What follows belongs to an exercise in optimizing a design on an open flow for small area; a production flow would make more cautious choices.
Power is estimated from default activity; no workload was simulated.

// top
module top(
    input clk_100MHz,
    input rst,
    input reset_button,
    input saveH_button,
    input saveL_button,
    input [7:0] sensors_input,
    input [7:0] setup_input,
    output reg [7:0] cathodes,  
    output reg [7:0] anodes,  
    output reg [2:0] LED1,  
    output reg [2:0] LED2  
    );
==> module top, before the edit <==
module top(
    input clk_100MHz,
    input rst,
    input reset_button,
    input saveH_button,
    input saveL_button,
    input [7:0] sensors_input,
    input [7:0] setup_input,
    output reg [7:0] cathodes,  
    output reg [7:0] anodes,  
    output reg [2:0] LED1,  
    output reg [2:0] LED2  
    );
    function [3:0] level;
        input [7:0] c;
        level = {c[7], c[3] & ~c[7], (c[1] & ~c[3]) | (c[5] & ~c[7]),
                 (c[0] & ~c[1]) | (c[2] & ~c[3]) | (c[4] & ~c[5]) | (c[6] & ~c[7])};
    endfunction
    function valid;
        input [7:0] c;
        valid = ~|(c[7:1] & ~c[6:0]);
    endfunction
    reg rb_out, sh_out, sl_out;
    reg prev_sh, prev_sl;
    wire reset = rst | rb_out;
    reg [9:0] scan;
    wire tick = (scan == 10'd690);
    always @(posedge clk_100MHz)
        if (reset | tick) scan <= 10'd0;
        else scan <= {scan[8:0], ~(scan[9] ^ scan[6])};
    reg [9:0] u;
    wire u_last = (&u[9:4]) & (&u[1:0]);
    always @(posedge clk_100MHz)
        if (reset) u <= 10'd12;
        else if (tick) u <= u_last ? 10'd12 : u + 10'd1;
    wire blink = ~u[9] & ~((&u[8:0]) & tick);
    wire [1:0] digit = u[1:0];
    always @(posedge clk_100MHz)
        rb_out <= ~reset & tick & reset_button;
    always @(posedge clk_100MHz)
        if (reset) begin
            sh_out <= 1'b0; sl_out <= 1'b0;
            prev_sh <= 1'b0; prev_sl <= 1'b0;
        end else if (tick) begin
            sh_out <= saveH_button & ~prev_sh;
            sl_out <= saveL_button & ~prev_sl;
            prev_sh <= saveH_button;
            prev_sl <= saveL_button;
        end
    reg [3:0] k1, k2;
    reg G, L;
    reg [2:0] h3, lo;
    wire h8 = ~|h3;
    wire [3:0] sl = level(setup_input);
    wire sv = valid(setup_input);
    wire err = ~valid(sensors_input);
    wire sl_gt_lo = sl[3] | (sl[2:0] > lo);
    wire sl_lt_hi = ~sl[3] & (h8 | (sl[2:0] < h3));
    always @(posedge clk_100MHz)
        if (reset) begin
            k1 <= 4'd0; k2 <= 4'd0; G <= 1'b0; L <= 1'b0;
            h3 <= 3'd0; lo <= 3'd0;
        end else begin
            k1 <= err ? 4'd0 : level(sensors_input);
            k2 <= k1;
            G <= k1[3] | (~h8 & (k1[2:0] >= h3));
            L <= ~k1[3] & (k1[2:0] <= lo);
            if (sh_out & sv & sl_gt_lo) h3 <= sl[2:0];
            else if (sl_out & sv & sl_lt_hi) lo <= sl[2:0];
        end
    reg [7:0] tens_pat, units_pat;
    always @(*)
        if (k2[3]) begin
            tens_pat = 8'h03;
            units_pat = 8'h03;
        end else begin
            tens_pat = (k2[2:0] == 3'd0) ? 8'hFF : (k2[2:0] == 3'd1) ? 8'h9F :
                       (k2[2:0] == 3'd2) ? 8'h25 : (k2[2:0] == 3'd3) ? 8'h0D :
                       (k2[2:0] == 3'd4) ? 8'h49 : (k2[2:0] == 3'd5) ? 8'h41 :
                       (k2[2:0] == 3'd6) ? 8'h1F : 8'h01;
            units_pat = (k2[2:0] == 3'd1) ? 8'h25 : (k2[2:0] == 3'd2) ? 8'h49 :
                        (k2[2:0] == 3'd3) ? 8'h01 : (k2[2:0] == 3'd5) ? 8'h0D :
                        (k2[2:0] == 3'd6) ? 8'h49 : (k2[2:0] == 3'd7) ? 8'h01 : 8'h03;
        end
    wire [7:0] hund_pat = k2[3] ? 8'h9F : 8'hFF;
    wire [7:0] stat_pat = err ? 8'h61 : G ? 8'h91 : L ? 8'hE3 : 8'hC5;
    wire [7:0] digit_pat =
        (digit == 2'd0) ? hund_pat : (digit == 2'd1) ? tens_pat :
        (digit == 2'd2) ? units_pat : stat_pat;
    wire [2:0] led = err ? 3'b100 : G ? {blink, 2'b00} : L ? {blink, blink, 1'b0} : 3'b010;
    always @(*) begin
        anodes = reset ? 8'hFF : {~(4'b1000 >> digit), 4'hF};
        cathodes = reset ? 8'hFF : digit_pat;
        LED1 = reset ? 3'd0 : led;
        LED2 = LED1;
    end
endmodule
Settings: LEC_CHECK=0, CAP_MARGIN=20, CORE_MARGIN=2, CORE_UTILIZATION=40, SLEW_MARGIN=20; clock period 10.0 ns.
standard.sh (not shown) runs the stock make flow with config.mk's settings and CLKGATE_MAP_FILE= SYNTH_SCRIPT=/design/flow/synth_recipe.tcl, a recipe that flattens the netlist after the stock synthesis.
==> flow/flow/run.sh <==
#!/bin/bash
# The standard ORFS layout (standard.sh) with these changes:
#  - synthesis maps the logic with an area-oriented abc script (flow/abc_area.script)
#    in place of ORFS's speed script, and leaves adders to abc (no ADDER_MAP_FILE);
#    everything else in synthesis is the standard flow's own (synth_recipe.tcl);
#  - port buffers use the smallest buffer cell.
# Each tool's output is in orfs/logs/; make's output is in flow.log.
set -euo pipefail
HERE=$(pwd)
{
  echo 'proc abc {args} {'
  echo '  set i [lsearch -exact $args -script]'
  echo "  if {\$i >= 0} { set args [lreplace \$args \$i [expr {\$i + 1}] -script $HERE/flow/abc_area.script] }"
  echo '  yosys abc {*}$args'
  echo '}'
  cat synth_recipe.tcl
} > area_synth.tcl
sed -e "s#SYNTH_SCRIPT=[^ ]*#SYNTH_SCRIPT=$HERE/area_synth.tcl ADDER_MAP_FILE=#" standard.sh > area_standard.sh
grep -q "SYNTH_SCRIPT=$HERE/area_synth.tcl ADDER_MAP_FILE=" area_standard.sh
export BUFFER_PORTS_ARGS="-buffer_cell sky130_fd_sc_hd__buf_1"
export CTS_ARGS="-sink_clustering_enable -repair_clock_nets -dont_use_dummy_load -sink_clustering_size 10 -buf_list {sky130_fd_sc_hd__clkbuf_4}"
bash area_standard.sh > flow.log 2>&1
==> flow/flow/abc_area.script <==
strash
&get -n
&st
&deepsyn -T 30
&put
strash
dch -f
&get -n
&nf -R 1000
&put
topo
==> next run, changes <==
--- a/flow/design.v
+++ b/flow/design.v
@@ -24,11 +24,11 @@
     reg rb_out, sh_out, sl_out;
     reg prev_sh, prev_sl;
     wire reset = rst | rb_out;
     reg [9:0] scan;
-    wire tick = (scan == 10'd690);
+    wire tick = ({scan[9], scan[7:3], scan[1:0]} == 8'b1_11011_11);
     always @(posedge clk_100MHz)
-        if (reset | tick) scan <= 10'd0;
+        if (reset | tick) scan <= 10'd443;
         else scan <= {scan[8:0], ~(scan[9] ^ scan[6])};
     reg [9:0] u;
     wire u_last = (&u[9:4]) & (&u[1:0]);
     always @(posedge clk_100MHz)
Result: First-iteration DRC count grows by 23%; synthesized cell count shrinks by 1.7%; total power grows by 2.1%; maximum frequency grows by 5.6%; worst hold slack loses 0.036 ns; die area grows by 0.69%; utilization grows by 0.16 points; area after synthesis grows by 0.74%; routed wire length grows by 2.0%; worst setup slack gains 0.30 ns; cell area grows by 1.0%; non-clock buffer count grows by 1; cell count shrinks by 0.92%.
Function was not checked in any run of this note: the RTL went through the layout flow alone.

-- re-timing with driven ports --
In the flow no input, the clock included, has a driving cell. The finished layouts below were timed again as built, in two steps.
Step 1 assumes that a clkbuf_16 drives the clock port and a buf_2 every other input.
Step 2 times the ports against the registers' clock, not the clock port: input delays grow and output delays shrink by t, the midpoint of the rising clock arrivals with the driver on.
Three values: ideal, step 1, step 2; two values: the first two.
| run | shift t [ns] | setup slack, ns | worst slew at a driven data input, ns |
|---|---|---|---|
| the first run | 0.353 | 4.356 / 4.333 / 4.333 | 0.03 |
| the second run | 0.362 | 4.653 / 4.630 / 4.630 | 0.03 |
After both steps setup and hold are still met in every run listed.
